From an optimization exercise on the open Yosys and OpenROAD flow, aimed at small area and a short achievable clock period; shortcuts taken in it are not production practice. The RTL was checked by simulation tests, not by an equivalence proof against the original design. Power figures rest on the tool's default switching activity, not on a simulated workload.

File: flow/flow/run.sh
#!/bin/bash
# Own layout flow: the standard layout (standard.sh, standard synthesis) with
#  - timing repair aiming at 10 ns of setup slack instead of 0, on the worst path only
#    (the clock period and the constraints are unchanged; this only makes
#    repair_timing work harder),
#  - buf_4 port buffers and cell resizing across footprints,
#  - a clock tree of clkbuf_8 cells without dummy loads.
# Each tool's full output stays in orfs/logs (per step); make's own output goes to make.log.
set -euo pipefail
bash standard.sh \
  SETUP_SLACK_MARGIN=10 TNS_END_PERCENT=0 \
  MATCH_CELL_FOOTPRINT=0 \
  "BUFFER_PORTS_ARGS=-buffer_cell sky130_fd_sc_hd__buf_4" \
  "CTS_ARGS=-sink_clustering_enable -repair_clock_nets -dont_use_dummy_load -sink_clustering_size 16 -sink_clustering_max_diameter 60 -buf_list sky130_fd_sc_hd__clkbuf_8" \
  finish > make.log 2>&1
File: flow/standard.sh
#!/bin/bash
# synth_recipe.tcl (not shown) runs the flow's synth.tcl, then flattens the netlist and writes it again
# the make line also repeats each setting of config.mk as NAME=value (left out here)
make -C /OpenROAD-flow-scripts/flow DESIGN_CONFIG=/design/flow/config.mk WORK_HOME=/design/flow/orfs CLKGATE_MAP_FILE= SYNTH_SCRIPT=/design/flow/synth_recipe.tcl "${@:-finish}"
File: flow/config.mk
export PLATFORM = sky130hd
export DESIGN_NAME = RV32I
export DESIGN_NICKNAME = RV32I
export VERILOG_FILES = /design/flow/design.v
export SDC_FILE = /design/flow/constraint.sdc
export NUM_CORES = 8
export LEC_CHECK = 0
export CAP_MARGIN = 20
export CORE_MARGIN = 2
export CORE_UTILIZATION = 40
export CTS_BUF_LIST = sky130_fd_sc_hd__clkbuf_8
export CTS_CLUSTER_DIAMETER = 60
export CTS_CLUSTER_SIZE = 16
export SLEW_MARGIN = 20
export SYNTH_HIERARCHICAL = 1
File: flow/constraint.sdc
create_clock -name core_clock -period 22.0 [get_ports {clk}]
set_input_delay 4.4000 -clock core_clock [delete_from_list [all_inputs] [get_ports {clk}]]
set_output_delay 4.4000 -clock core_clock [all_outputs]
set_load 0.01 [all_outputs]
File: flow/design.v
module g_inv(output y, input a);
    assign y = ~a;
endmodule
module g_nand2(output y, input a, b);
    assign y = ~(a & b);
endmodule
module g_nand3(output y, input a, b, c);
    assign y = ~(a & b & c);
endmodule
module g_nand4(output y, input a, b, c, d);
    assign y = ~(a & b & c & d);
endmodule
module g_nor2(output y, input a, b);
    assign y = ~(a | b);
endmodule
module g_nor3(output y, input a, b, c);
    assign y = ~(a | b | c);
endmodule
module g_xor2(output y, input a, b);
    assign y = a ^ b;
endmodule
module g_xnor2(output y, input a, b);
    assign y = ~(a ^ b);
endmodule
module g_mux2i(output y, input a0, a1, s);
    assign y = ~(s ? a1 : a0);
endmodule
module g_a21oi(output y, input a1, a2, b1);
    assign y = ~((a1 & a2) | b1);
endmodule
module g_a22oi(output y, input a1, a2, b1, b2);
    assign y = ~((a1 & a2) | (b1 & b2));
endmodule
module g_aoi222(output y, input a0, b0, a1, b1, a2, b2);
    assign y = ~((a0 & b0) | (a1 & b1) | (a2 & b2));
endmodule
module g_o21ai(output y, input a1, a2, b1);
    assign y = ~((a1 | a2) & b1);
endmodule
module g_and2(output y, input a, b);
    assign y = a & b;
endmodule
module rd64(output y, input [63:0] s, input [63:0] d);
    wire [21:0] t;       
    genvar k;
    generate
        for (k = 0; k < 21; k = k + 1) begin : l1
            g_aoi222 u(t[k], s[3*k], d[3*k], s[3*k+1], d[3*k+1], s[3*k+2], d[3*k+2]);
        end
    endgenerate
    g_nand2 u63(t[21], s[63], d[63]);
    wire [5:0] u;        
    g_nand4 n0(u[0], t[0], t[1], t[2], t[3]);
    g_nand4 n1(u[1], t[4], t[5], t[6], t[7]);
    g_nand4 n2(u[2], t[8], t[9], t[10], t[11]);
    g_nand4 n3(u[3], t[12], t[13], t[14], t[15]);
    g_nand3 n4(u[4], t[16], t[17], t[18]);
    g_nand3 n5(u[5], t[19], t[20], t[21]);
    wire [2:0] v;        
    g_nor2 o0(v[0], u[0], u[1]);
    g_nor2 o1(v[1], u[2], u[3]);
    g_nor2 o2(v[2], u[4], u[5]);
    g_nand3 f(y, v[0], v[1], v[2]);
endmodule
module rd31n(output yn, input [31:1] s, input [31:1] d);
    wire [10:0] t;       
    genvar k;
    generate
        for (k = 0; k < 10; k = k + 1) begin : l1
            g_aoi222 u(t[k], s[3*k+1], d[3*k+1], s[3*k+2], d[3*k+2], s[3*k+3], d[3*k+3]);
        end
    endgenerate
    g_nand2 u31(t[10], s[31], d[31]);
    wire [2:0] u;        
    g_nand4 n0(u[0], t[0], t[1], t[2], t[3]);
    g_nand4 n1(u[1], t[4], t[5], t[6], t[7]);
    g_nand3 n2(u[2], t[8], t[9], t[10]);
    g_nor3 f(yn, u[0], u[1], u[2]);
endmodule
module sumdec(output [7:0] SA, output [15:0] SB,
              input [7:0] an,           
              input [7:0] b,            
              input test,
              input [7:0] tan,          
              input [7:0] tbn);         
    wire [7:0] bn = ~b;
    wire [7:0] e, en, g, p;
    genvar i, j;
    generate
        for (i = 0; i < 8; i = i + 1) begin : pg
            g_xnor2 ue(e[i], an[i], b[i]);       
            g_xor2  un(en[i], an[i], b[i]);      
            g_nor2  ug(g[i], an[i], bn[i]);      
            g_nand2 up(p[i], an[i], bn[i]);      
        end
    endgenerate
    wire c2n;
    g_a21oi uc(c2n, p[1], g[0], g[1]);
    wire [1:0] m2;
    g_xor2 um20(m2[0], e[2], c2n);
    g_xor2 um21(m2[1], en[2], c2n);
    wire [19:0] mm;    
    generate
        for (i = 3; i < 8; i = i + 1) begin : mt
            g_xnor2 u0(mm[(i-3)*4+0], e[i],  p[i-1]);
            g_xnor2 u1(mm[(i-3)*4+1], e[i],  g[i-1]);
            g_xnor2 u2(mm[(i-3)*4+2], en[i], p[i-1]);
            g_xnor2 u3(mm[(i-3)*4+3], en[i], g[i-1]);
        end
        for (j = 0; j < 8; j = j + 1) begin : ga
            wire gn;
            g_nand3 u(gn, m2[j & 1], mm[0 + (j & 3)], mm[4 + ((j >> 1) & 3)]);
            g_mux2i t(SA[j], gn, tan[j], test);
        end
        for (j = 0; j < 16; j = j + 1) begin : gb
            wire gn;
            g_nand3 u(gn, mm[8 + (j & 3)], mm[12 + ((j >> 1) & 3)], mm[16 + ((j >> 2) & 3)]);
            g_mux2i t(SB[j], gn, tbn[j >> 1], test);
        end
    endgenerate
endmodule
module register_file(output [31:0] RD1n, RD2n,
                     input clk, rst, WE,
                     input [4:0] A1, A2, A3,
                     input [31:0] WD3);
    reg [31*32-1:0] r;    
    reg [31:1] v;
    wire [31:0] wsel = (32'd1 << A3) & {{31{WE}}, 1'b0};
    wire [31:1] s1, s2;
    rdec d1(s1, A1, v);
    rdec d2(s2, A2, v);
    genvar g, b;
    generate
        for (g = 1; g < 32; g = g + 1) begin : regs
            always @(posedge clk)
                if (wsel[g])
                    r[(g-1)*32 +: 32] <= WD3;
            always @(posedge clk or posedge rst)
                if (rst)
                    v[g] <= 1'b0;
                else if (wsel[g])
                    v[g] <= 1'b1;
        end
        for (b = 0; b < 32; b = b + 1) begin : bits
            wire [31:1] col;
            for (g = 1; g < 32; g = g + 1) begin : c
                assign col[g] = r[(g-1)*32 + b];
            end
            rd31n p1(RD1n[b], s1, col);
            rd31n p2(RD2n[b], s2, col);
        end
    endgenerate
endmodule
module rdec(output [31:1] s, input [4:0] A, input [31:1] v);
    wire [4:0] An;
    wire [3:0] pa;       
    wire [7:0] pb;       
    genvar i;
    generate
        for (i = 0; i < 5; i = i + 1) begin : iv
            g_inv u(An[i], A[i]);
        end
        for (i = 0; i < 4; i = i + 1) begin : da
            g_nor2 u(pa[i], (i & 1) ? An[0] : A[0], (i & 2) ? An[1] : A[1]);
        end
        for (i = 0; i < 8; i = i + 1) begin : db
            g_nor3 u(pb[i], (i & 1) ? An[2] : A[2], (i & 2) ? An[3] : A[3], (i & 4) ? An[4] : A[4]);
        end
        for (i = 1; i < 32; i = i + 1) begin : w
            wire sn;
            g_nand3 u(sn, pa[i & 3], pb[i >> 2], v[i]);
            g_inv   d(s[i], sn);
        end
    endgenerate
endmodule
module alu(input [31:0] RS1N, RS2N, PC, IMM,    
           input SELA, SELB,                    
           input SUB,
           input F_ADD, F_SLL, F_SR, F_ARITH, F_SLT, F_SLTU, F_XOR, F_OR, F_AND, F_COPY,
           output [31:0] Y,
           output [31:0] SUM,
           output zero, over_load);
    wire [31:0] A, bx, xr;
    wire [31:0] pcn = ~PC;
    wire [31:0] immxn = ~(IMM ^ {32{SUB}});
    genvar k;
    generate
        for (k = 0; k < 32; k = k + 1) begin : op
            g_mux2i ua(A[k], pcn[k], RS1N[k], SELA);
            g_xor2  ux(xr[k], RS2N[k], SUB);
            g_mux2i ub(bx[k], immxn[k], xr[k], SELB);
        end
    endgenerate
    wire [31:0] p, tn, gn;        
    wire c31, c32;
    ksadd u_add(.S(SUM), .P(p), .TN(tn), .GN(gn), .C31(c31), .C32(c32), .A(A), .B(bx), .CIN(SUB));
    wire ovf = c31 ^ c32;
    wire lt  = p[31] ^ c32;
    wire ltu = ~c32;
    wire [4:0] sh = bx[4:0];
    wire [31:0] arev, srev;
    wire [31:0] sin = F_SLL ? arev : A;
    wire [31:0] sr = $signed({F_SR & F_ARITH & A[31], sin}) >>> sh;
    generate
        for (k = 0; k < 32; k = k + 1) begin : rev
            assign arev[k] = A[31-k];
            assign srev[k] = sr[31-k];
        end
    endgenerate
    assign Y = ({32{F_ADD}}  & SUM)
             | ({32{F_SLL}}  & srev)
             | ({32{F_SR}}   & sr)
             | ({32{F_XOR}}  & p)
             | ({32{F_OR}}   & ~tn)
             | ({32{F_AND}}  & ~gn)
             | ({32{F_COPY}} & bx)
             | {31'd0, (F_SLT & lt) | (F_SLTU & ltu)};
    wire z_as = ~|(p ^ {~tn[30:0], SUB});
    reg [31:0] keep;
    integer i;
    always @(*)
        for (i = 0; i < 32; i = i + 1)
            keep[i] = F_SLL ? (i + sh <= 31) : (i >= sh);
    wire z_sh = ~|(A & keep);
    assign zero = (F_ADD & z_as)
                | (F_XOR & ~|p)
                | (F_OR & &tn)
                | (F_AND & &gn)
                | (F_COPY & ~|bx)
                | ((F_SLL | F_SR) & z_sh)
                | (F_SLT & ~lt)
                | (F_SLTU & ~ltu);
    assign over_load = F_ADD & ovf;
endmodule
module ksadd(output [31:0] S, P, TN, GN, output C31, C32,
             input [31:0] A, B, input CIN);
    genvar i;
    wire cinn;
    g_inv uci(cinn, CIN);
    generate
        for (i = 0; i < 32; i = i + 1) begin : l0
            g_xor2  up(P[i], A[i], B[i]);
            g_nor2  ut(TN[i], A[i], B[i]);
            g_nand2 ug(GN[i], A[i], B[i]);
        end
    endgenerate
    wire [31:0] g1, t1;
    wire g0cn;      
    generate
        for (i = 0; i < 32; i = i + 1) begin : l1
            if (i == 0) begin : b
                g_o21ai ug(g1[0], TN[0], cinn, GN[0]);      
                g_inv   un(g0cn, g1[0]);
                assign t1[0] = 1'b0;
            end else if (i == 1) begin : b
                g_o21ai ug(g1[1], TN[1], g0cn, GN[1]);
                g_nor2  ut(t1[1], TN[1], TN[0]);
            end else begin : b
                g_o21ai ug(g1[i], TN[i], GN[i-1], GN[i]);
                g_nor2  ut(t1[i], TN[i], TN[i-1]);
            end
        end
    endgenerate
    wire [31:0] g2n, t2n;
    generate
        for (i = 0; i < 32; i = i + 1) begin : l2
            if (i < 2) begin : b
                g_inv ug(g2n[i], g1[i]);
                assign t2n[i] = 1'b1;
            end else begin : b
                g_a21oi ug(g2n[i], t1[i], g1[i-2], g1[i]);
                g_nand2 ut(t2n[i], t1[i], t1[i-2]);
            end
        end
    endgenerate
    wire [31:0] g3, t3;
    generate
        for (i = 0; i < 32; i = i + 1) begin : l3
            if (i < 4) begin : b
                g_inv ug(g3[i], g2n[i]);
                assign t3[i] = 1'b0;
            end else begin : b
                g_o21ai ug(g3[i], t2n[i], g2n[i-4], g2n[i]);
                g_nor2  ut(t3[i], t2n[i], t2n[i-4]);
            end
        end
    endgenerate
    wire [31:0] g4n, t4n;
    generate
        for (i = 0; i < 32; i = i + 1) begin : l4
            if (i < 8) begin : b
                g_inv ug(g4n[i], g3[i]);
                assign t4n[i] = 1'b1;
            end else begin : b
                g_a21oi ug(g4n[i], t3[i], g3[i-8], g3[i]);
                g_nand2 ut(t4n[i], t3[i], t3[i-8]);
            end
        end
    endgenerate
    wire [31:0] g5;
    generate
        for (i = 0; i < 32; i = i + 1) begin : l5
            if (i < 16) begin : b
                g_inv ug(g5[i], g4n[i]);
            end else begin : b
                g_o21ai ug(g5[i], t4n[i], g4n[i-16], g4n[i]);
            end
        end
    endgenerate
    wire [31:0] c = {g5[30:0], CIN};
    generate
        for (i = 0; i < 32; i = i + 1) begin : sm
            g_xor2 us(S[i], P[i], c[i]);
        end
    endgenerate
    assign C31 = g5[30];
    assign C32 = g5[31];
endmodule
module data_memory(output [31:0] RD,
                   input clk, rst, WE,
                   input [3:0] LE,
                   input [5:0] WA,
                   input [31:0] WD,
                   input [7:0] SA,
                   input [15:0] SB);
    reg [64*32-1:0] m;
    reg [63:0] v;
    wire [63:0] wsel = (64'd1 << WA) & {64{WE}};
    wire [31:0] wd = WD & {{8{LE[3]}}, {8{LE[2]}}, {8{LE[1]}}, {8{LE[0]}}};
    wire [63:0] rs;
    genvar g, l, b;
    generate
        for (g = 0; g < 64; g = g + 1) begin : words
            for (l = 0; l < 4; l = l + 1) begin : lanes
                always @(posedge clk)
                    if (wsel[g] & (LE[l] | ~v[g]))
                        m[g*32 + l*8 +: 8] <= wd[l*8 +: 8];
            end
            always @(posedge clk or posedge rst)
                if (rst)
                    v[g] <= 1'b0;
                else if (wsel[g])
                    v[g] <= 1'b1;
        end
        for (g = 0; g < 64; g = g + 1) begin : sel
            wire rsn0;
            g_nand3 u0(rsn0, SA[g % 8], SB[g / 4], v[g]);
            g_inv   d0(rs[g], rsn0);
        end
        for (b = 0; b < 32; b = b + 1) begin : bits
            wire [63:0] col;
            for (g = 0; g < 64; g = g + 1) begin : c
                assign col[g] = m[g*32 + b];
            end
            rd64 p(RD[b], rs, col);
        end
    endgenerate
endmodule
module wbmux(output [31:0] Y, YI,       
             input [31:0] W, ALU, OTH,
             input L0, L1, L2, L3, H1, H3, LW,
             input Q7, Q15B, Q15, Q23, Q31B, Q31,
             input SA, SO);
    wire x0, x1, x2, x3, ext8n, ext16n, ext16m;
    g_a22oi s0(x0, Q7, W[7], Q15B, W[15]);
    g_a22oi s1(x1, Q23, W[23], Q31B, W[31]);
    g_and2  s2(ext8n, x0, x1);
    g_a22oi s3(x2, Q7, W[7], Q15, W[15]);
    g_a22oi s4(x3, Q23, W[23], Q31, W[31]);
    g_and2  s5(ext16n, x2, x3);           
    g_and2  s6(ext16m, x2, x3);           
    wire [31:0] ta, to;
    genvar j;
    generate
        for (j = 0; j < 32; j = j + 1) begin : bt
            g_nand2 ua(ta[j], SA, ALU[j]);         
            g_nand2 uo(to[j], SO, OTH[j]);
        end
        for (j = 0; j < 8; j = j + 1) begin : b0
            wire t0, t1;
            g_a22oi  u0(t0, L0, W[j], L1, W[j+8]);
            g_a22oi  u1(t1, L2, W[j+16], L3, W[j+24]);
            g_nand4  u2(Y[j], t0, t1, to[j], ta[j]);
            g_nand4  u3(YI[j], t0, t1, to[j], ta[j]);
        end
        for (j = 8; j < 16; j = j + 1) begin : b1
            wire t0;
            g_a22oi  u0(t0, H1, W[j], H3, W[j+16]);
            g_nand4  u2(Y[j], t0, ext8n, to[j], ta[j]);
            g_nand4  u3(YI[j], t0, ext8n, to[j], ta[j]);
        end
        for (j = 16; j < 32; j = j + 1) begin : b2
            wire t0;
            g_nand2  u0(t0, LW, W[j]);
            g_nand4  u2(Y[j], t0, (j < 24) ? ext16n : ext16m, to[j], ta[j]);
            g_nand4  u3(YI[j], t0, (j < 24) ? ext16n : ext16m, to[j], ta[j]);
        end
    endgenerate
endmodule
module RV32I(output [31:0] Result, output [31:0] Result2, input clk, rst, input test, input [7:0] test_addr,
             output zero, overload,
             input [31:0] instr, output [31:0] pc);
    wire [6:0] op = instr[6:0];
    wire [2:0] f3 = instr[14:12];
    wire f30 = instr[30];
    wire f25 = instr[25];
    wire [4:0] rd  = instr[11:7];
    wire [4:0] ra1 = instr[19:15];
    wire [4:0] ra2 = instr[24:20];
    wire isL   = ~rst & (op == 7'h03);
    wire isI   = ~rst & (op == 7'h13);
    wire isAUI = ~rst & (op == 7'h17);
    wire isS   = ~rst & (op == 7'h23);
    wire isR   = ~rst & (op == 7'h33);
    wire isLUI = ~rst & (op == 7'h37);
    wire isB   = ~rst & (op == 7'h63);
    wire isJR  = ~rst & (op == 7'h67);
    wire isJ   = ~rst & (op == 7'h6f);
    wire wb_alu = isR | isI | isAUI | isLUI;           
    wire wb_pc4 = ~(wb_alu | isL);                     
    wire reg_wr = wb_alu | isL | isJ | isJR;
    reg  [31:0] PC;
    reg  [31:0] hold2;
    assign pc = PC;
    wire [31:0] pc4 = PC + 32'd4;
    wire [31:0] rs1n, rs2n;
    wire [31:0] rs1 = ~rs1n;
    wire [31:0] rs2 = ~rs2n;
    wire selA_rs1 = isR | isI | isS | isL | isLUI | isJR;
    wire selB_rs2 = ~(isI | isS | isL | isB | isAUI | isLUI | isJ | isJR);
    wire [31:0] immI = {{20{instr[31]}}, instr[31:20]};
    wire [31:0] immS = {{20{instr[31]}}, instr[31:25], instr[11:7]};
    wire [31:0] immB = {{20{instr[31]}}, instr[7], instr[30:25], instr[11:8], 1'b0};
    wire [31:0] immU = {instr[31:12], 12'd0};
    wire [31:0] immJ = {{12{instr[31]}}, instr[19:12], instr[20], instr[30:21], 1'b0};
    wire [31:0] imm = ({32{isI | isL | isJR}} & immI)
                    | ({32{isS}} & immS)
                    | ({32{isB}} & immB)
                    | ({32{isAUI | isLUI}} & immU)
                    | ({32{isJ}} & immJ);
    wire f3_000 = (f3 == 3'b000);
    wire f3_101 = (f3 == 3'b101);
    wire use_f3 = isI | (isR & ~f25 & (~f30 | f3_000 | f3_101));
    wire do_sub = isR & ~f25 & f30 & f3_000;
    wire F_SLL  = use_f3 & (f3 == 3'b001);
    wire F_SLT  = use_f3 & (f3 == 3'b010);
    wire F_SLTU = use_f3 & (f3 == 3'b011);
    wire F_XOR  = use_f3 & (f3 == 3'b100);
    wire F_SR   = use_f3 & f3_101;
    wire F_OR   = use_f3 & (f3 == 3'b110);
    wire F_AND  = use_f3 & (f3 == 3'b111);
    wire F_COPY = isLUI;
    wire F_ADD  = ~(F_SLL | F_SLT | F_SLTU | F_XOR | F_SR | F_OR | F_AND | F_COPY);
    wire SUB    = do_sub | F_SLT | F_SLTU;
    wire [31:0] alu_y, sum;
    alu u_alu(.RS1N(rs1n), .RS2N(rs2n), .PC(PC), .IMM(imm), .SELA(selA_rs1), .SELB(selB_rs2), .SUB(SUB),
              .F_ADD(F_ADD), .F_SLL(F_SLL), .F_SR(F_SR), .F_ARITH(f30), .F_SLT(F_SLT), .F_SLTU(F_SLTU),
              .F_XOR(F_XOR), .F_OR(F_OR), .F_AND(F_AND), .F_COPY(F_COPY),
              .Y(alu_y), .SUM(sum), .zero(zero), .over_load(overload));
    wire beq  = (rs1 == rs2);
    wire bltu = (rs1 < rs2);
    wire blt  = ($signed(rs1) < $signed(rs2));
    reg  cond;
    always @(*)
        case (f3)
            3'b000: cond = beq;
            3'b001: cond = ~beq;
            3'b010: cond = 1'b0;
            3'b011: cond = 1'b1;
            3'b100: cond = blt;
            3'b101: cond = ~blt;
            3'b110: cond = bltu;
            default: cond = ~bltu;
        endcase
    wire taken = isJ | isJR | (isB & cond);
    wire [7:0] lb = instr[27:20];
    wire [7:0] tan = ~(8'd1 << test_addr[4:2]);
    wire [7:0] tbn = ~(8'd1 << test_addr[7:5]);
    wire [7:0]  sa_;
    wire [15:0] sb_;
    sumdec u_sd(.SA(sa_), .SB(sb_), .an(rs1n[7:0]), .b(lb), .test(test), .tan(tan), .tbn(tbn));
    wire [31:0] word;
    wire [7:0]  sa = rs1[7:0] + immS[7:0];
    wire st = isS & ~test;
    wire [3:0] le = (f3 == 3'b000) ? (4'b0001 << sa[1:0]) :
                    (f3 == 3'b001) ? (sa[1] ? 4'b1100 : 4'b0011) : 4'b1111;
    wire st_we = st & (f3 == 3'b000 | f3 == 3'b001 | f3 == 3'b010);
    wire [31:0] wdata = (f3[1:0] == 2'b00) ? {4{rs2[7:0]}} :
                        (f3[1:0] == 2'b01) ? {2{rs2[15:0]}} : rs2;
    data_memory u_dmem(.RD(word), .clk(clk), .rst(rst), .WE(st_we), .LE(le), .WA(sa[7:2]), .WD(wdata), .SA(sa_), .SB(sb_));
    wire a0 = rs1[0] ^ lb[0];
    wire a1 = rs1[1] ^ lb[1] ^ (rs1[0] & lb[0]);
    wire isw = test | (f3 == 3'b010);
    wire ish = ~test & (f3[1:0] == 2'b01);
    wire isb = ~test & (f3[1:0] == 2'b00);
    wire sgn = ~f3[2];
    wire sel0 = isw | (ish & ~a1) | (isb & ~a1 & ~a0);
    wire sel1 = isb & ~a1 & a0;
    wire sel2 = (ish & a1) | (isb & a1 & ~a0);
    wire sel3 = isb & a1 & a0;
    wire hi1  = isw | (ish & ~a1);
    wire hi3  = ish & a1;
    wire q7   = isb & sgn & ~a1 & ~a0;
    wire q15b = isb & sgn & ~a1 & a0;
    wire q23  = isb & sgn & a1 & ~a0;
    wire q31b = isb & sgn & a1 & a0;
    wire q15  = q15b | (ish & sgn & ~a1);
    wire q31  = q31b | (ish & sgn & a1);
    wire r2_ld  = test | isL;
    wire r2_alu = ~test & wb_alu;
    wire r2_hld = ~test & ~isL & ~wb_alu;
    wire [31:0] wb;      
    wbmux u_wb1(.Y(Result), .YI(wb), .W(word), .ALU(alu_y), .OTH(pc4),
                .L0(isL & sel0), .L1(isL & sel1), .L2(isL & sel2), .L3(isL & sel3),
                .H1(isL & hi1), .H3(isL & hi3), .LW(isL & isw),
                .Q7(isL & q7), .Q15B(isL & q15b), .Q15(isL & q15), .Q23(isL & q23),
                .Q31B(isL & q31b), .Q31(isL & q31),
                .SA(wb_alu), .SO(wb_pc4));
    wire [31:0] r2_unused;
    wbmux u_wb2(.Y(Result2), .YI(r2_unused), .W(word), .ALU(alu_y), .OTH(hold2),
                .L0(r2_ld & sel0), .L1(r2_ld & sel1), .L2(r2_ld & sel2), .L3(r2_ld & sel3),
                .H1(r2_ld & hi1), .H3(r2_ld & hi3), .LW(r2_ld & isw),
                .Q7(r2_ld & q7), .Q15B(r2_ld & q15b), .Q15(r2_ld & q15), .Q23(r2_ld & q23),
                .Q31B(r2_ld & q31b), .Q31(r2_ld & q31),
                .SA(r2_alu), .SO(r2_hld));
    register_file u_rf(.RD1n(rs1n), .RD2n(rs2n), .clk(clk), .rst(rst), .WE(reg_wr & ~test),
                       .A1(ra1), .A2(ra2), .A3(rd), .WD3(wb));
    always @(posedge clk or posedge rst) begin
        if (rst) begin
            PC <= 32'd0;
            hold2 <= 32'd0;
        end else if (~test) begin
            PC <= taken ? sum : pc4;
            if (wb_alu | isL)
                hold2 <= wb;
        end
    end
endmodule
==> metrics.log, run 1 <==
INFO  metric boundaryPins = approximately 140
INFO  metric route.vias.total = about 96000
INFO  metric yosysWarningCount = 10
INFO  metric worst-endpoint-arrival = about 11 ns
INFO  metric static-leakage-power = slightly above 50 nW
INFO  metric synthesis.area = approximately 130000 um^2
INFO  metric global_route_wire_length_before_repair = approximately 700 mm
INFO  metric first_global_vias = 90540
INFO  metric port_bufs = between 100 and 150
INFO  metric cp_slowest_cell = sky130_fd_sc_hd__nand4_1
INFO  metric antenna_left = 0
INFO  metric initial_core_util = 0.4010
INFO  metric clkSinkCount = about 3200
INFO  metric initial_drc_count = between 15000 and 20000
INFO  metric worst-slew-pin-transition = roughly 1.1 ns
INFO  metric floorplan.die.width = 584.5 um
INFO  metric timing.critical_path.to_type = output pin
INFO  metric fmax = 66.54 MHz
INFO  metric die_area = about 340000 um^2
INFO  metric cts_max_path_buffers = 4
INFO  metric synthCells = 8697
INFO  metric placement_row_count = between 200 and 250
INFO  metric ctsRootBufferMaster = sky130_fd_sc_hd__clkbuf_8
INFO  metric cp_max_fo = 32
INFO  metric avgRoutedWirePerCell = 36.41 um
INFO  metric cp-start-kind = input pin
INFO  metric remaining_drc_errors = 0
INFO  metric finalWeightedCongestion = between 0.9 and 1
INFO  metric grt_setup_unrepaired = true
INFO  metric clock-skew-final = 0.1735 ns
INFO  metric final-hold-violation-count = 0
INFO  metric finalWorstPathRequiredPeriod = 15.03 ns
INFO  metric dp_worst_setup_slack = ~4.2 ns
INFO  metric critPathKind = in2out
INFO  metric timing.final.max_slew_violations = 0
INFO  metric critPathMaxStageDelay = between 0.5 and 0.6 ns
INFO  metric worst_setup_hold_path_clk_slew = ~0.070 ns
INFO  metric grt_antenna_before_repair = 29
INFO  metric tritoncts.num_buffers = approximately 250
INFO  metric outcome = finished clean
INFO  metric vdd.ir_drop.worst = approximately 66 uV
INFO  metric drtPass1Iterations = 13
INFO  metric relSlewSlack = 0.2434
INFO  metric critPathRequiredTime = 17.60 ns
INFO  metric synthesis.area_per_instance = roughly 15 um^2
INFO  metric postRouteWirelength = between 500 and 600 mm
INFO  metric global_route.usage.total = 0.2875
INFO  metric worst_slack = around 7.0 ns
INFO  metric dieHeight = 584.5 um
INFO  metric grt_start_max_net_pins = 73
INFO  metric hold_path.class = reg2reg
INFO  metric cts-hold-fix-buffers = 0
INFO  metric remaining_global_route_overflow = 0
INFO  metric report.power.total = ~0.011 W
INFO  metric final.hold.worst_slack = just over 0.5 ns
INFO  metric vias_per_cell = roughly 7
INFO  metric hpwlAfterDp = 327.0 mm
INFO  metric tritoncts = done
INFO  metric setup_tns = 0 ns
INFO  metric final.period_utilization = 0.6832
INFO  metric setup-violations-final = 0
INFO  metric h_tree_depth = 4
INFO  metric nNetsFinal = roughly 9600
INFO  metric synthToLayoutAreaGrowth = 12.49%
INFO  metric clock_latency = 1.15 ns
INFO  metric power_density = approximately 70 nW/um^2
INFO  metric fraction_of_final_layout_cells_with_drive_strength_greater_than_1 = 0.1871
INFO  metric max_cap_viol_count = 0
INFO  metric core-area = about 340000 um^2
==> registers in the layout, summed over array words and instances (netlist names) <==
name,count
PC,32
u_rf.v,31
hold2,32
u_dmem.m,2048
u_dmem.v,64
u_rf.r,992
==> layer usage <==
| metal | vias to the layer above | track usage | share of wire |
|---|---|---|---|
| li1 | 38810 | - | - |
| met1 | 48850 | 0.3811 | 0.37 |
| met2 | 6955 | 0.4394 | 0.45 |
| met3 | 1207 | 0.06220 | 0.12 |
| met4 | 4 | 0.1606 | 0.065 |
| met5 | - | 0.001401 | 0.00015 |
==> placed cells by master, fill, tap and decap left out, drive strengths merged, types with 47 or more instances in the layout <==
| master | n |
|---|---|
| edfxtp | 3040 |
| nand4 | 394 |
| nand2 | 507 |
| clkbuf | 256 |
| a22oi | 71 |
| xnor2 | 87 |
| mux2i | 180 |
| dfrtp | 159 |
| ha | 47 |
| and2 | 57 |
| nor3 | 363 |
| nand3 | 360 |
| mux2 | 59 |
| nor2b | 275 |
| buf | 734 |
| nor2 | 330 |
| inv | 258 |
| a21oi | 129 |
| a222oi | 1314 |
| o21bai | 99 |
| xor2 | 146 |
| o21ai | 155 |
==> worst max-delay path: cells and delay by family <==
kind / cells / cell delay (ns)
compound gates: 8 / 2.07
mux: 1 / 0.12
simple gates: 8 / 1.93
xor+xnor: 2 / 0.49
buf+inv: 8 / 1.57
==> where the power goes <==
group	internal (W)	total (W)	switching [W]
clock	0.000988	0.00283	0.00184
sequential	0.00676	0.00679	0.0000304
combinational	0.000261	0.000987	0.000726
total	0.00801	0.0106	0.00260
==> repair_timing <==
item | in CTS | in global routing
setup endpoints to repair | 837 | 66
pin swaps | 109 | 40
resized for setup | 407 | 43
cloned | 4 | 2
setup buffers | 108 | 27
==> per-stage QoR <==
| stage | instance area, um^2 | instances | util |
|---|---|---|---|
| CTS | 150800 | 13940 | 0.4486 |
| detailed placement | 144600 | 13580 | 0.4304 |
| global route | 151600 | 13990 | 0.4510 |
| floorplan | 134900 | 8697 | - |
| finish | 151600 | 14000 | 0.4511 |
| global placement | 144300 | 13570 | 0.4293 |
==> final timing paths <==
check	from	slack, ns	cells past startpoint	end
worst min-delay path	hold2[5]	0.51	1	hold2[5]
worst min register to register	hold2[5]	0.51	1	hold2[5]
min in group asynchronous	rst	3.51	2	u_rf.v[23]
worst max-delay path	instr[21]	6.97	27	Result2[15]
max in group asynchronous	rst	17.37	3	PC[27]
worst max register to register	u_rf.v[7]	15.23	20	u_dmem.m[1325]
==> cell type report <==
class / count / area [um^2]
fill: 29540 / 184500
sequential: 3199 / 95270
multi-input combinational: 4989 / 39810
timing repair buffer: 745 / 6264
tap: 4515 / 5649
clock buffer: 245 / 3372
inverter: 280 / 1172
antenna: 30 / 75.07
==> run 2, diff against run 1 <==
--- a/flow/flow/run.sh
+++ b/flow/flow/run.sh
@@ -4,4 +4,5 @@
 #    (the clock period and the constraints are unchanged; this only makes
 #    repair_timing work harder),
+#  - buffers from synthesis removed at floorplan (instead of a first timing repair),
 #  - buf_4 port buffers and cell resizing across footprints,
 #  - a clock tree of clkbuf_8 cells without dummy loads.
@@ -9,5 +10,5 @@
 set -euo pipefail
 bash standard.sh \
-  SETUP_SLACK_MARGIN=10 TNS_END_PERCENT=0 \
+  SETUP_SLACK_MARGIN=10 TNS_END_PERCENT=0 REMOVE_ABC_BUFFERS=1 \
   MATCH_CELL_FOOTPRINT=0 \
   "BUFFER_PORTS_ARGS=-buffer_cell sky130_fd_sc_hd__buf_4" \
==> run 2 against run 1 <==
  * Still clean on timing, DRC and antenna
  * Global-route usage down 0.11 points
  * Wire length up 0.18%
  * Final cell count about the same
  * Non-clock buffer count up 12
  * Die area unchanged
  * Synthesized area unchanged
  * Total power down 0.18%
  * Via count up 0.75%
  * Count of clock-buffer cells in the layout down 7
  * Design area up 0.53%
  * Sequential cell count unchanged
  * Critical path depth down 1
  * Critical path type unchanged
  * Critical endpoint is now Result2[5]
==> metrics.log, run 2 <==
INFO  metric clkSinkCount = ~3200
INFO  metric antenna_left = 0
INFO  metric layout_commonest_cell = sky130_fd_sc_hd__edfxtp_1
INFO  metric power_density = between 60 and 70 nW/um^2
INFO  metric avgRoutedWirePerCell = 36.50 um
INFO  metric synthToLayoutAreaGrowth = 13.09%
INFO  metric finalWeightedCongestion = a little under 1
INFO  metric core-area = approximately 340000 um^2
INFO  metric yosysWarningCount = 10
INFO  metric remaining_global_route_overflow = 0
INFO  metric floorplan.die.width = approximately 600 um
INFO  metric ctsRootBufferMaster = sky130_fd_sc_hd__clkbuf_8
INFO  metric post_layout_nonfiller_instances = between 10000 and 15000
INFO  metric use_met2 = 0.4376
INFO  metric route.vias.total = between 90000 and 100k
INFO  metric max_cap_viol_count = 0
INFO  metric critPathKind = in2out
INFO  metric initial_drc_count = roughly 19000
INFO  metric boundaryPins = about 140
INFO  metric finalWorstPathRequiredPeriod = roughly 15 ns
INFO  metric tritoncts.num_buffers = 238
INFO  metric synthesis.area_per_instance = between 15 and 20 um^2
INFO  metric remaining_drc_errors = 0
INFO  metric cp_max_fo = 24
INFO  metric cp-start-kind = input pin
INFO  metric fmax = approximately 67 MHz
INFO  metric globalRouteMet1Util = 0.3788
INFO  metric global_route.usage.total = 0.2864
INFO  metric hpwlAfterDp = about 330 mm
INFO  metric final-hold-violation-count = 0
INFO  metric grt_setup_unrepaired = true
INFO  metric vias_per_cell = 6.899
INFO  metric postRouteWirelength = ~510 mm
INFO  metric grt_start_max_net_pins = 73
INFO  metric timing.final.max_slew_violations = 0
INFO  metric drtPass1Iterations = 14
INFO  metric relSlewSlack = 0.1975
INFO  metric outcome = finished clean
INFO  metric dp_worst_setup_slack = between 4 and 5 ns
INFO  metric largest_reg_flops = approximately 2000
INFO  metric layout.filler_cells = 29360
INFO  metric hold_path.class = reg2reg
INFO  metric static-leakage-power = about 51 nW
INFO  metric worst_slack = around 7 ns
INFO  metric setup-violations-final = 0
INFO  metric report.power.total = approximately 0.011 W
INFO  metric most_crowded_layer_after_global_routing = met2
INFO  metric global_route_wire_length_before_repair = around 700 mm
INFO  metric place.detailed.instances = 13560
INFO  metric nNetsFinal = between 9000 and 10000
INFO  metric fraction_of_final_layout_cells_with_drive_strength_greater_than_1 = 0.2013
INFO  metric h_tree_depth = 4
INFO  metric dieHeight = 584.5 um
INFO  metric clock_latency = around 1.1 ns
INFO  metric clock-skew-final = about 0.15 ns
INFO  metric most_flop_heavy_register = u_dmem.m
INFO  metric grt_util_met3 = 0.06199
INFO  metric worst-slew-pin-transition = between 1 and 1.5 ns
INFO  metric die_area = 341600 um^2
INFO  metric cts-hold-fix-buffers = 0
INFO  metric setup_tns = 0 ns
INFO  metric first_global_vias = between 90000 and 100k
INFO  metric final.period_utilization = 0.6794
INFO  metric port_bufs = between 100 and 150
INFO  metric vdd.ir_drop.worst = between 50 and 60 uV
INFO  metric layout_top_registers = u_dmem.m x2048, u_rf.r x992, u_dmem.v x64
INFO  metric cts_max_path_buffers = 4
INFO  metric initial_core_util = 0.4010
INFO  metric worst-endpoint-arrival = about 11 ns
INFO  metric worst_setup_hold_path_clk_slew = 0.06 ns
INFO  metric tritoncts = done
INFO  metric synthesis.area = about 130000 um^2
INFO  metric most_frequent_cells_in_the_layout = sky130_fd_sc_hd__edfxtp_1, sky130_fd_sc_hd__a222oi_1, sky130_fd_sc_hd__buf_4
INFO  metric final_core_utilization = 0.4535
INFO  metric placement_row_count = 213
INFO  metric timing.reg2reg.setup_slack = 15.10 ns
INFO  metric synthCells = approximately 8700
INFO  metric timing.critical_path.to_type = output pin
INFO  metric grt_antenna_before_repair = 22
INFO  metric critPathRequiredTime = approximately 18 ns
run 2: metal layers:
layer	part of all wire	up-vias	routed length (um)
met3	0.12	1251	62280
met1	0.37	49280	186700
met5	0.00010	-	52
met4	0.068	8	34740
met2	0.44	7212	227100
li1	-	38790	-
run 2: path summary, 6_finish.rpt:
| check | start | end | cells after the start |
|---|---|---|---|
| setup reg to reg | u_rf.v[7] | u_dmem.m[1099] | 19 |
| max in group asynchronous | rst | u_dmem.v[1] | 3 |
| hold reg to reg | hold2[19] | hold2[19] | 1 |
| setup / recovery | instr[17] | Result2[5] | 26 |
| min in group asynchronous | rst | u_dmem.v[55] | 2 |
| hold / removal | hold2[19] | hold2[19] | 1 |
run 2: layout make-up:
cell class                 count  area, um^2  area share
clock buffer                 238        3276     0.02149
multi-input combinational   4990       40220      0.2639
timing repair buffer         757        6705     0.04399
sequential                  3199       95270      0.6250
antenna                       16       40.04   0.0002627
inverter                     280        1255    0.008234
tap                         4515        5649     0.03706
run 2: worst max-delay path: stages:
cell,delay (ns)
sky130_fd_sc_hd__buf_12,0.11
sky130_fd_sc_hd__inv_8,0.06
sky130_fd_sc_hd__nor3_4,0.05
sky130_fd_sc_hd__nand3_2,0.10
sky130_fd_sc_hd__clkinvlp_4,0.19
sky130_fd_sc_hd__buf_6,0.17
sky130_fd_sc_hd__a222oi_1,0.44
sky130_fd_sc_hd__nand4_1,0.50
sky130_fd_sc_hd__nor3_4,0.35
sky130_fd_sc_hd__nor2_2,0.08
sky130_fd_sc_hd__a21oi_4,0.30
sky130_fd_sc_hd__xor2_2,0.18
sky130_fd_sc_hd__nand3_2,0.11
sky130_fd_sc_hd__mux2i_4,0.08
sky130_fd_sc_hd__buf_6,0.19
sky130_fd_sc_hd__buf_4,0.14
sky130_fd_sc_hd__nand3_2,0.11
sky130_fd_sc_hd__inv_2,0.13
sky130_fd_sc_hd__buf_4,0.26
sky130_fd_sc_hd__a222oi_1,0.40
sky130_fd_sc_hd__nand4_1,0.48
sky130_fd_sc_hd__nor2_1,0.66
sky130_fd_sc_hd__nand3_1,0.34
sky130_fd_sc_hd__a22oi_2,0.24
sky130_fd_sc_hd__nand4_1,0.21
sky130_fd_sc_hd__buf_4,0.22
run 2: power breakdown:
| part | switching (W) | internal (W) | leakage, nW |
|---|---|---|---|
| Clock | 0.00184 | 0.000962 | 1.71 |
| Sequential | 0.0000306 | 0.00676 | 32.3 |
| Combinational | 0.000731 | 0.000265 | 17.0 |
run 2: stage by stage:
| step | instance area (um^2) | hold slack (ns) |
|---|---|---|
| after detailed placement | 144500 | 0.4902 |
| after CTS | 151000 | 0.5114 |
| final | 152400 | 0.5081 |
| after floorplan | 133600 | 0.4671 |
| after global placement | 144100 | 0.4812 |
| after global routing | 152400 | 0.5201 |
run 2: timing repair:
action,CTS,global route
setup buffers,117,57
setup endpoints to repair,71,66
resized for setup,525,102
pin swaps,117,67
cloned,3,6
==> run 3, diff against run 2 <==
==> flow/flow/run.sh (replaced) <==
#!/bin/bash
# Own layout flow: the standard layout (standard.sh, standard synthesis) with
#  - timing repair aiming at 10 ns of setup slack instead of 0, on the worst path only
#    (the clock period and the constraints are unchanged; this only makes
#    repair_timing work harder),
#  - buf_2 port buffers and cell resizing across footprints,
#  - a clock tree of clkbuf_8 cells without dummy loads.
# Each tool's full output stays in orfs/logs (per step); make's own output goes to make.log.
set -euo pipefail
bash standard.sh \
  SETUP_SLACK_MARGIN=10 TNS_END_PERCENT=0 \
  MATCH_CELL_FOOTPRINT=0 \
  "BUFFER_PORTS_ARGS=-buffer_cell sky130_fd_sc_hd__buf_2" \
  "CTS_ARGS=-sink_clustering_enable -repair_clock_nets -dont_use_dummy_load -sink_clustering_size 16 -sink_clustering_max_diameter 60 -buf_list sky130_fd_sc_hd__clkbuf_8" \
  finish > make.log 2>&1
==> run 3 against run 2 <==
  * First-iteration DRC count increased by 3.6%
  * Critical path depth decreased by 1
  * Final cell count increased by 0.40%
  * Wire length decreased by 0.22%
  * Global-route usage decreased by 0.091 points
  * Synthesized area unchanged
  * Register-to-register slack got worse by 0.06 ns
  * Critical endpoint is now Result[5]
==> metrics.log, run 3 <==
INFO  metric grt_start_max_net_pins = 68
INFO  metric layout.filler_cells = a little under 30000
INFO  metric critPathRequiredTime = approximately 18 ns
INFO  metric critPathKind = in2out
INFO  metric synthToLayoutAreaGrowth = 13.21%
INFO  metric outcome = finished clean
INFO  metric final-hold-violation-count = 0
INFO  metric worst_setup_hold_path_clk_slew = about 0.060 ns
INFO  metric setup-violations-final = 0
INFO  metric post_layout_nonfiller_instances = roughly 14000
INFO  metric global_route.usage.total = 0.2855
INFO  metric cts_max_path_buffers = 4
INFO  metric h_tree_depth = 4
INFO  metric dieHeight = between 500 and 600 um
INFO  metric initial_drc_count = about 20000
INFO  metric hold_path.class = reg2reg
INFO  metric max_cap_viol_count = 0
INFO  metric global_route_wire_length_before_repair = about 690 mm
INFO  metric synthCells = about 8700
INFO  metric cp-start-kind = input pin
INFO  metric place.detailed.instances = 13580
INFO  metric ctsRootBufferMaster = sky130_fd_sc_hd__clkbuf_8
INFO  metric most_flop_heavy_register = u_dmem.m
INFO  metric tritoncts = done
INFO  metric antenna_left = 0
INFO  metric power_density = about 70 nW/um^2
INFO  metric placement_row_count = roughly 210
INFO  metric cp_slowest_cell = sky130_fd_sc_hd__nand4_1
INFO  metric tritoncts.num_buffers = between 200 and 250
INFO  metric grt_setup_unrepaired = true
INFO  metric path_buf_inv = 9
INFO  metric fraction_of_final_layout_cells_with_drive_strength_greater_than_1 = 0.1965
INFO  metric vias_per_cell = 6.813
INFO  metric port_bufs = between 100 and 150
INFO  metric timing.final.max_slew_violations = 0
INFO  metric worst-slew-pin-transition = about 1.2 ns
INFO  metric synthesis.area_per_instance = between 15 and 20 um^2
INFO  metric critPathMaxStageDelay = 0.51 ns
INFO  metric report.power.total = around 0.011 W
INFO  metric drtPass1Iterations = 14
INFO  metric final_core_utilization = 0.4540
INFO  metric synthesis.area = around 130000 um^2
INFO  metric yosysWarningCount = 10
INFO  metric hpwlAfterDp = roughly 330 mm
INFO  metric setup_tns = 0 ns
INFO  metric cpLargestDelayFamily = simple AND/OR/NAND/NOR gates
INFO  metric avgRoutedWirePerCell = about 36 um
INFO  metric clock-skew-final = 0.1833 ns
INFO  metric ff_latch_area = 95270 um^2
INFO  metric remaining_global_route_overflow = 0
INFO  metric boundaryPins = around 140
INFO  metric static-leakage-power = a little over 50 nW
INFO  metric clkSinkCount = 3199
INFO  metric finalWeightedCongestion = a little under 1
INFO  metric layout_top_registers = u_dmem.m x2048, u_rf.r x992, u_dmem.v x64
INFO  metric postRouteWirelength = approximately 510 mm
INFO  metric cp_max_fo = 32
INFO  metric clock_latency = 1.15 ns
INFO  metric remaining_drc_errors = 0
INFO  metric largest_reg_flops = 2048
INFO  metric first_global_vias = ~90000
INFO  metric relSlewSlack = 0.1920
INFO  metric timing.critical_path.to_type = output pin
INFO  metric floorplan.die.width = just under 600 um
INFO  metric route.vias.total = around 96000
INFO  metric die_area = about 340000 um^2
INFO  metric initial_core_util = 0.4010
INFO  metric core-area = between 300000 and 400000 um^2
INFO  metric finalWorstPathRequiredPeriod = 15.03 ns
INFO  metric grt_antenna_before_repair = 42
INFO  metric nNetsFinal = 9581
INFO  metric area_of_the_multi_input_gates = a little over 40000 um^2
INFO  metric most_frequent_cells_in_the_layout = sky130_fd_sc_hd__edfxtp_1, sky130_fd_sc_hd__a222oi_1, sky130_fd_sc_hd__buf_4
INFO  metric layout_commonest_cell = sky130_fd_sc_hd__edfxtp_1
INFO  metric fmax = approximately 67 MHz
INFO  metric worst-endpoint-arrival = 10.63 ns
INFO  metric vdd.ir_drop.worst = 65.89 uV
INFO  metric final.period_utilization = 0.6832
[run 3: changes by cell type in the layout (fill, tap and decap cells not counted), moves of 28 or more]
cell                      delta
sky130_fd_sc_hd__buf_2     +128
sky130_fd_sc_hd__buf_4     -111
sky130_fd_sc_hd__diode_2    +32
sky130_fd_sc_hd__inv_1      +28
sky130_fd_sc_hd__nor3_2     -31
[run 3: metrics by stage]
step / instance area [um^2] / setup WS, ns / hold WS (ns)
finish: 152600 / 6.970 / 0.5071
global route: 152600 / 7.089 / 0.5151
CTS: 150400 / 7.310 / 0.5058
detailed placement: 144300 / 4.211 / 0.4869
global placement: 144000 / 4.326 / 0.4840
floorplan: 134900 / 7.365 / 0.4671
[run 3: area by class of cell]
cell class	instances	share of cell area
Tap cell	4515	0.03703
Timing Repair Buffer	775	0.04374
Clock buffer	245	0.02210
Inverter	280	0.007922
Antenna cell	48	0.0007872
Sequential cell	3199	0.6244
Multi-Input combinational cell	4989	0.2640
[run 3: final timing paths]
| check | start | end | slack (ns) | cells past startpoint |
|---|---|---|---|---|
| max | instr[15] | Result[5] | 6.97 | 25 |
| min | hold2[28] | hold2[28] | 0.51 | 1 |
| min in group asynchronous | rst | u_rf.v[24] | 3.57 | 3 |
| min reg2reg | hold2[28] | hold2[28] | 0.51 | 1 |
| max in group asynchronous | rst | u_dmem.v[41] | 17.72 | 3 |
| max reg2reg | u_rf.v[20] | u_dmem.m[1451] | 15.04 | 20 |
[run 3: timing repair]
action,in CTS,in global routing
setup buffers,89,74
pin swaps,130,88
setup endpoints to repair,616,66
gates cloned,0,10
gates resized for setup,457,220
hold buffers,0,0
[run 3: report_power, final]
part / internal, W / total (W) / switching [W]
clock network: 0.000988 / 0.00283 / 0.00184
registers: 0.00676 / 0.00679 / 0.0000283
logic: 0.000252 / 0.00102 / 0.000769
total: 0.00800 / 0.0106 / 0.00264
[run 3: layer usage]
| layer | global-route usage | up-vias | share of wire |
|---|---|---|---|
| met5 | 0 | - | 0.00018 |
| met4 | 0.1451 | 14 | 0.058 |
| met3 | 0.05960 | 1035 | 0.12 |
| met2 | 0.4400 | 6952 | 0.45 |
| met1 | 0.3825 | 48860 | 0.37 |
| li1 | - | 38860 | - |
==> run 4, diff against run 3 <==
--- a/flow/design.v
+++ b/flow/design.v
@@ -41,4 +41,7 @@
     assign y = a & b;
 endmodule
+module g_a22o(output y, input a1, a2, b1, b2);
+    assign y = (a1 & a2) | (b1 & b2);
+endmodule
 module rd64(output y, input [63:0] s, input [63:0] d);
     wire [21:0] t;       
@@ -133,7 +136,11 @@
     generate
         for (g = 1; g < 32; g = g + 1) begin : regs
+            wire h = v[g] & ~wsel[g];
+            wire [31:0] d;
+            for (b = 0; b < 32; b = b + 1) begin : bb
+                g_a22o u(d[b], r[(g-1)*32 + b], h, WD3[b], wsel[g]);
+            end
             always @(posedge clk)
-                if (wsel[g])
-                    r[(g-1)*32 +: 32] <= WD3;
+                r[(g-1)*32 +: 32] <= d;
             always @(posedge clk or posedge rst)
                 if (rst)
@@ -333,7 +340,12 @@
         for (g = 0; g < 64; g = g + 1) begin : words
             for (l = 0; l < 4; l = l + 1) begin : lanes
+                wire e = wsel[g] & (LE[l] | ~v[g]);
+                wire h = v[g] & ~e;
+                wire [7:0] d;
+                for (b = 0; b < 8; b = b + 1) begin : bb
+                    g_a22o u(d[b], m[g*32 + l*8 + b], h, wd[l*8 + b], e);
+                end
                 always @(posedge clk)
-                    if (wsel[g] & (LE[l] | ~v[g]))
-                        m[g*32 + l*8 +: 8] <= wd[l*8 +: 8];
+                    m[g*32 + l*8 +: 8] <= d;
             end
             always @(posedge clk or posedge rst)
--- a/flow/flow/run.sh
+++ b/flow/flow/run.sh
@@ -4,5 +4,5 @@
 #    (the clock period and the constraints are unchanged; this only makes
 #    repair_timing work harder),
-#  - buf_2 port buffers and cell resizing across footprints,
+#  - buf_4 port buffers and cell resizing across footprints,
 #  - a clock tree of clkbuf_8 cells without dummy loads.
 # Each tool's full output stays in orfs/logs (per step); make's own output goes to make.log.
@@ -11,5 +11,5 @@
   SETUP_SLACK_MARGIN=10 TNS_END_PERCENT=0 \
   MATCH_CELL_FOOTPRINT=0 \
-  "BUFFER_PORTS_ARGS=-buffer_cell sky130_fd_sc_hd__buf_2" \
+  "BUFFER_PORTS_ARGS=-buffer_cell sky130_fd_sc_hd__buf_4" \
   "CTS_ARGS=-sink_clustering_enable -repair_clock_nets -dont_use_dummy_load -sink_clustering_size 16 -sink_clustering_max_diameter 60 -buf_list sky130_fd_sc_hd__clkbuf_8" \
   finish > make.log 2>&1
==> run 4 against run 3 <==
  * Still clean on timing, DRC and antenna
  * Setup slack worse by 0.096 ns
  * Design area shrank 1.3%
  * Synthesized cell count rose by 40%
  * Sequential power decreased by 14%
  * Combinational power is essentially flat
  * Clock power rose by 4%
  * Sequential cell count did not move
  * Critical path depth unchanged
  * Via count is 34% higher
  * Die area is 0.53% lower
  * Count of clock-buffer cells in the layout shrank 2
  * Critical endpoint is now Result[29]
  * Largest cell class is now multi-input gates
  * Highest routed layer unchanged
==> metrics.log, run 4 <==
INFO  metric outcome = finished clean
INFO  metric regToRegStartpoint = u_rf.v[22]
INFO  metric hpwlAfterDp = 413.9 mm
INFO  metric synthesis.area = between 100000 and 150000 um^2
INFO  metric core-area = 333400 um^2
INFO  metric fmax = around 66 MHz
INFO  metric grt_util_met3 = 0.1000
INFO  metric setup-violations-final = 0
INFO  metric grt_setup_unrepaired = true
INFO  metric vias_per_cell = 7.451
INFO  metric route.vias.total = 128500
INFO  metric worst_hold_end = u_dmem.m[616]
INFO  metric layout_top_registers = u_dmem.m x2048, u_rf.r x992, u_dmem.v x64
INFO  metric grt_antenna_before_repair = roughly 40
INFO  metric yosysWarningCount = 10
INFO  metric placement_row_count = around 210
INFO  metric cp-start-kind = input pin
INFO  metric cts-hold-fix-buffers = 0
INFO  metric floorplan.die.width = 582.9 um
INFO  metric layout_commonest_cell = sky130_fd_sc_hd__a22o_1
INFO  metric finalWorstPathRequiredPeriod = about 15 ns
INFO  metric static-leakage-power = about 55 nW
INFO  metric final-hold-violation-count = 0
INFO  metric nNetsFinal = about 13000
INFO  metric post_layout_nonfiller_instances = between 15000 and 20000
INFO  metric drtPass1Iterations = 13
INFO  metric h_tree_depth = 4
INFO  metric timing.critical_path.to_type = output pin
INFO  metric finalWeightedCongestion = roughly 1
INFO  metric grt_start_max_net_pins = just under 70
INFO  metric setup_tns = 0 ns
INFO  metric critPathMaxStageDelay = around 0.53 ns
INFO  metric remaining_global_route_overflow = 0
INFO  metric antenna_left = 0
INFO  metric global_route.usage.total = 0.3620
INFO  metric use_met2 = 0.5337
INFO  metric path_buf_inv = 8
INFO  metric worst-slew-pin-transition = roughly 1.3 ns
INFO  metric critPathKind = in2out
INFO  metric clock-skew-final = 0.1713 ns
INFO  metric tritoncts = done
INFO  metric initial_core_util = 0.4021
INFO  metric synthCells = approximately 12000
INFO  metric most_flop_heavy_register = u_dmem.m
INFO  metric dp_worst_setup_slack = about 4.6 ns
INFO  metric global_route_wire_length_before_repair = a little over 900 mm
INFO  metric largest_reg_flops = about 2000
INFO  metric cpLargestDelayFamily = simple AND/OR/NAND/NOR gates
INFO  metric dieHeight = 582.9 um
INFO  metric globalRouteMet1Util = 0.4532
INFO  metric tritoncts.num_buffers = around 240
INFO  metric cp_slowest_cell = sky130_fd_sc_hd__nand4_1
INFO  metric first_global_vias = approximately 120k
INFO  metric reg2reg_depth = 21
INFO  metric critPathRequiredTime = about 18 ns
INFO  metric postRouteWirelength = 649.8 mm
INFO  metric initial_drc_count = 25190
INFO  metric die_area = 339800 um^2
INFO  metric hold_path.class = reg2reg
INFO  metric cts_max_path_buffers = 4
INFO  metric final.period_utilization = 0.6876
INFO  metric fraction_of_final_layout_cells_with_drive_strength_greater_than_1 = 0.1361
INFO  metric worst_setup_hold_path_clk_slew = 0.05 ns
INFO  metric synthToLayoutAreaGrowth = 12.35%
INFO  metric vdd.ir_drop.worst = 63.72 uV
INFO  metric remaining_drc_errors = 0
INFO  metric boundaryPins = between 100 and 150
INFO  metric ctsRootBufferMaster = sky130_fd_sc_hd__clkbuf_8
INFO  metric report.power.total = roughly 0.01 W
INFO  metric synthesis.area_per_instance = roughly 11 um^2
INFO  metric worst_flop_to_flop_path_endpoint = u_dmem.m[1453]
INFO  metric most_frequent_cells_in_the_layout = sky130_fd_sc_hd__a22o_1, sky130_fd_sc_hd__dfxtp_1, sky130_fd_sc_hd__a222oi_1
INFO  metric power_density = 64.84 nW/um^2
INFO  metric avgRoutedWirePerCell = 37.69 um
INFO  metric worst_min_delay_path_startpoint = u_dmem.m[616]
INFO  metric most_crowded_layer_after_global_routing = met2
INFO  metric worst_slack = 6.874 ns
INFO  metric max_cap_viol_count = 0
INFO  metric clock_latency = roughly 1.2 ns
INFO  metric port_bufs = between 100 and 150
INFO  metric relSlewSlack = 0.1143
INFO  metric timing.reg2reg.setup_slack = approximately 15 ns
INFO  metric clkSinkCount = ~3200
INFO  metric min_delay_path_depth = 1
INFO  metric cp_max_fo = 32
INFO  metric worst-endpoint-arrival = ~11 ns
INFO  metric timing.final.max_slew_violations = 0
INFO  metric place.detailed.instances = about 17000
==> run 4: what timing repair did <==
item,in CTS,in global routing
pin swaps,184,62
setup endpoints to repair,393,66
gates resized for setup,530,41
cloned,13,0
setup buffers,145,18
==> run 4: layout make-up <==
type	instances	area [um^2]
diodes	27	67.56
clock buffers	243	3344
fillers	30920	182800
inverters	287	1194
multi-input cells	8386	69000
flip-flops and latches	3199	64840
well taps	4387	5489
repair buffers	709	6665
repair inverters	2	10.01
==> run 4: worst max-delay path by stage <==
stage | startpoint | endpoint | slack, ns | depth (start not counted)
after global routing | instr[16] | Result[29] | 6.99 | 28
after global placement | instr[16] | Result[29] | 4.61 | 26
final | instr[15] | Result[29] | 6.87 | 25
after detailed placement | instr[16] | Result[29] | 4.59 | 26
after floorplan | rst | Result[18] | 7.54 | 18
after CTS | instr[16] | Result[29] | 7.40 | 27
==> run 4: routing by layer <==
metal | share of wire | up-vias
met2 | 0.42 | 10070
met3 | 0.13 | 1971
met1 | 0.37 | 63940
met4 | 0.085 | 16
li1 | - | 52460
met5 | 0.00016 | -
==> run 4: metrics by stage <==
step | cell area (um^2) | hold WS (ns) | utilization
after floorplan | 134100 | 0.4545 | -
after global placement | 142500 | 0.4647 | 0.4272
after detailed placement | 142700 | 0.4694 | 0.4280
after CTS | 149700 | 0.4863 | 0.4490
after global routing | 150600 | 0.4976 | 0.4516
final | 150600 | 0.4862 | 0.4517
==> run 4: where the power goes <==
group	switching [W]	total [W]	internal [W]	leakage [nW]
clock	0.00195	0.00293	0.000981	1.75
sequential	0.0000277	0.00584	0.00581	26.6
combinational	0.000755	0.000998	0.000243	26.5
total	0.00273	0.00977	0.00703	54.9
==> run 5, diff against run 4 <==
--- a/flow/flow/run.sh
+++ b/flow/flow/run.sh
@@ -4,4 +4,5 @@
 #    (the clock period and the constraints are unchanged; this only makes
 #    repair_timing work harder),
+#  - buffers from synthesis removed at floorplan (instead of a first timing repair),
 #  - buf_4 port buffers and cell resizing across footprints,
 #  - a clock tree of clkbuf_8 cells without dummy loads.
@@ -9,5 +10,5 @@
 set -euo pipefail
 bash standard.sh \
-  SETUP_SLACK_MARGIN=10 TNS_END_PERCENT=0 \
+  SETUP_SLACK_MARGIN=10 TNS_END_PERCENT=0 REMOVE_ABC_BUFFERS=1 \
   MATCH_CELL_FOOTPRINT=0 \
   "BUFFER_PORTS_ARGS=-buffer_cell sky130_fd_sc_hd__buf_4" \
==> run 5 against run 4 <==
  * Setup slack improved by 0.0088 ns
  * Via count barely moved
  * Total power rose by 0.33%
==> metrics.log, run 5 <==
INFO  metric drtPass1Iterations = 14
INFO  metric remaining_drc_errors = 0
INFO  metric nNetsFinal = 12880
INFO  metric ctsRootBufferMaster = sky130_fd_sc_hd__clkbuf_8
INFO  metric layout.filler_cells = ~30000
INFO  metric die_area = between 300000 and 400000 um^2
INFO  metric clock_latency = 1.15 ns
INFO  metric fraction_of_final_layout_cells_with_drive_strength_greater_than_1 = 0.1335
INFO  metric fmax = 66.15 MHz
INFO  metric setup-violations-final = 0
INFO  metric outcome = finished clean
INFO  metric most_flop_heavy_register = u_dmem.m
INFO  metric max_cap_viol_count = 0
INFO  metric fin_area = between 150000 and 200000 um^2
INFO  metric antenna_left = 0
INFO  metric worst-slew-pin-transition = between 1 and 1.5 ns
INFO  metric grt_setup_unrepaired = true
INFO  metric timing.final.max_slew_violations = 0
INFO  metric final-hold-violation-count = 0
INFO  metric use_met2 = 0.5280
INFO  metric core-area = 333400 um^2
INFO  metric static-leakage-power = around 55 nW
INFO  metric largest_reg_flops = about 2000
INFO  metric avgRoutedWirePerCell = 37.78 um
INFO  metric final.hold.worst_slack = just under 0.5 ns
INFO  metric most_crowded_layer_after_global_routing = met2
INFO  metric globalRouteMet1Util = 0.4501
INFO  metric grt_antenna_before_repair = between 40 and 50
INFO  metric initial_drc_count = around 26000
INFO  metric synthToLayoutAreaGrowth = 12.07%
INFO  metric global_route.usage.total = 0.3608
INFO  metric postRouteWirelength = roughly 650 mm
INFO  metric synthesis.area = 134100 um^2
INFO  metric clkSinkCount = approximately 3200
INFO  metric synthCells = 12210
INFO  metric worst_setup_hold_path_clk_slew = approximately 0.050 ns
INFO  metric critPathKind = in2out
INFO  metric initial_core_util = 0.4021
INFO  metric critPathRequiredTime = roughly 18 ns
INFO  metric layout_commonest_cell = sky130_fd_sc_hd__a22o_1
INFO  metric most_frequent_cells_in_the_layout = sky130_fd_sc_hd__a22o_1, sky130_fd_sc_hd__dfxtp_1, sky130_fd_sc_hd__a222oi_1
INFO  metric layout_top_registers = u_dmem.m x2048, u_rf.r x992, u_dmem.v x64
INFO  metric timing.critical_path.to_type = output pin
INFO  metric grt_start_max_net_pins = 68
INFO  metric tritoncts.num_buffers = around 240
INFO  metric placement.cell_area = roughly 140000 um^2
INFO  metric final.period_utilization = 0.6872
INFO  metric vias_per_cell = about 7.5
INFO  metric power_density = 65.21 nW/um^2
INFO  metric remaining_global_route_overflow = 0
INFO  metric place.detailed.instances = between 15000 and 20000
INFO  metric boundaryPins = around 140
INFO  metric h_tree_depth = 4
INFO  metric relSlewSlack = 0.1079
INFO  metric port_bufs = ~140
INFO  metric first_global_vias = 120900
INFO  metric yosysWarningCount = 10
INFO  metric global_route_wire_length_before_repair = between 900 and 1000 mm
INFO  metric vdd.ir_drop.worst = ~74 uV
INFO  metric dieHeight = 582.9 um
INFO  metric grt_util_met3 = 0.09933
INFO  metric cts_max_path_buffers = 4
INFO  metric tritoncts = done
INFO  metric finalWeightedCongestion = 1.017
INFO  metric worst-endpoint-arrival = 10.72 ns
INFO  metric floorplan.die.width = ~600 um
INFO  metric hold_path.class = reg2reg
INFO  metric clock-skew-final = between 0.15 and 0.2 ns
INFO  metric synthesis.area_per_instance = roughly 11 um^2
INFO  metric route.vias.total = between 100k and 150k
INFO  metric placement_row_count = roughly 210
INFO  metric cp_max_fo = 19
INFO  metric hpwlAfterDp = 415.1 mm
INFO  metric cp-start-kind = input pin
INFO  metric finalWorstPathRequiredPeriod = 15.12 ns
INFO  metric post_layout_nonfiller_instances = 17200
INFO  metric report.power.total = about 0.0098 W
## run 5: final cells by class
class	instances	area, um^2	area share
clock buffer	243	3344	0.02226
tap	4387	5489	0.03654
sequential	3199	64840	0.4316
timing repair inverter	1	7.507	0.00004997
timing repair buffer	666	6165	0.04103
inverter	287	1222	0.008137
multi-input combinational	8387	69090	0.4599
antenna	31	77.57	0.0005164
## run 5: timing repair
action | in CTS | in global routing
setup endpoints to repair | 825 | 66
gates resized for setup | 522 | 63
pin swaps | 156 | 59
gates cloned | 15 | 1
hold buffers | 0 | 0
buffers inserted | 113 | 13
## run 5: through the flow
stage	setup WS (ns)	setup TNS, ns	util
final	6.883	0	0.4506
after CTS	7.346	0	0.4477
after detailed placement	4.652	0	0.4275
after global routing	7.071	0	0.4505
after global placement	4.331	0	0.4271
after floorplan	-2.895	-169.70	-
## run 5: path summary, 6_finish.rpt
kind                          startpoint              to  slack (ns)  cells after the start
setup / recovery               instr[19]      Result2[5]        6.88                     27
max in group asynchronous            rst    u_dmem.v[40]       17.20                      3
min in group asynchronous            rst      u_rf.v[28]        3.58                      3
hold reg to reg            u_dmem.m[426]   u_dmem.m[426]        0.49                      1
hold / removal             u_dmem.m[426]   u_dmem.m[426]        0.49                      1
setup reg to reg              u_rf.v[22]  u_dmem.m[1747]       14.51                     21
## run 5: worst max-delay path, cell delays in order
cell and delay [ns]:
sky130_fd_sc_hd__buf_6 0.14, sky130_fd_sc_hd__inv_4 0.09, sky130_fd_sc_hd__nor3_2 0.06, sky130_fd_sc_hd__nand3_2 0.13
sky130_fd_sc_hd__inv_6 0.11, sky130_fd_sc_hd__buf_6 0.21, sky130_fd_sc_hd__a222oi_1 0.45, sky130_fd_sc_hd__nand4_1 0.54
sky130_fd_sc_hd__nor3_4 0.33, sky130_fd_sc_hd__buf_12 0.18, sky130_fd_sc_hd__buf_4 0.12, sky130_fd_sc_hd__xnor2_1 0.17
sky130_fd_sc_hd__xor2_2 0.15, sky130_fd_sc_hd__nand3_1 0.12, sky130_fd_sc_hd__mux2i_2 0.09, sky130_fd_sc_hd__buf_12 0.21
sky130_fd_sc_hd__nand3_1 0.11, sky130_fd_sc_hd__inv_2 0.07, sky130_fd_sc_hd__buf_4 0.16, sky130_fd_sc_hd__clkbuf_16 0.19
sky130_fd_sc_hd__a222oi_1 0.60, sky130_fd_sc_hd__nand4_1 0.52, sky130_fd_sc_hd__nor2_4 0.56, sky130_fd_sc_hd__nand3_4 0.22
sky130_fd_sc_hd__a22oi_2 0.21, sky130_fd_sc_hd__nand4_1 0.23, sky130_fd_sc_hd__buf_4 0.23
## run 5: power breakdown
group | leakage, nW | total (W) | internal (W) | switching (W)
Combinational | 26.2 | 0.00102 | 0.000244 | 0.000780
Clock | 1.75 | 0.00293 | 0.000982 | 0.00194
Sequential | 26.6 | 0.00585 | 0.00581 | 0.0000362
## run 5: layer usage
metal  part of all wire  wire [um]
met1               0.37     239100
met2               0.42     272300
met3               0.12      80850
met4              0.088      57460
met5            0.00033        217

[re-timing with driven ports]
In the flow no input, the clock included, has a driving cell. The finished layouts below were timed again as built, in two steps.
Step 1 sets driving cells, clkbuf_16 on the clock port and buf_2 on the other inputs (assumed; they add their load-dependent delay and slew).
Step 2 times the ports against the registers' clock, not the clock port: input delays grow and output delays shrink by t, the midpoint of the rising clock arrivals with the driver on.
Slacks: ideal / step 1 / step 2; pairs: ideal / step 1.
| run | t, ns | setup slack, ns | hold slack, ns | clock arrival spread, ns |
|---|---|---|---|---|
| run 1 | 1.161 | 6.971 / 6.872 / 6.872 | 0.509 / 0.509 / 0.509 | 0.180 / 0.179 |
| run 2 | 1.139 | 7.052 / 6.903 / 6.903 | 0.508 / 0.508 / 0.508 | 0.152 / 0.153 |
| run 3 | 1.151 | 6.970 / 6.827 / 6.827 | 0.507 / 0.507 / 0.507 | 0.184 / 0.183 |
| run 4 | 1.205 | 6.874 / 6.754 / 6.754 | 0.486 / 0.486 / 0.486 | 0.175 / 0.176 |
| run 5 | 1.183 | 6.883 / 6.769 / 6.769 | 0.486 / 0.486 / 0.486 | 0.162 / 0.162 |
After both steps setup and hold are still met in every run listed. The setup slack of run 2, which loses most, moves by -0.149 ns with the drivers and by -0.149 ns with both steps.
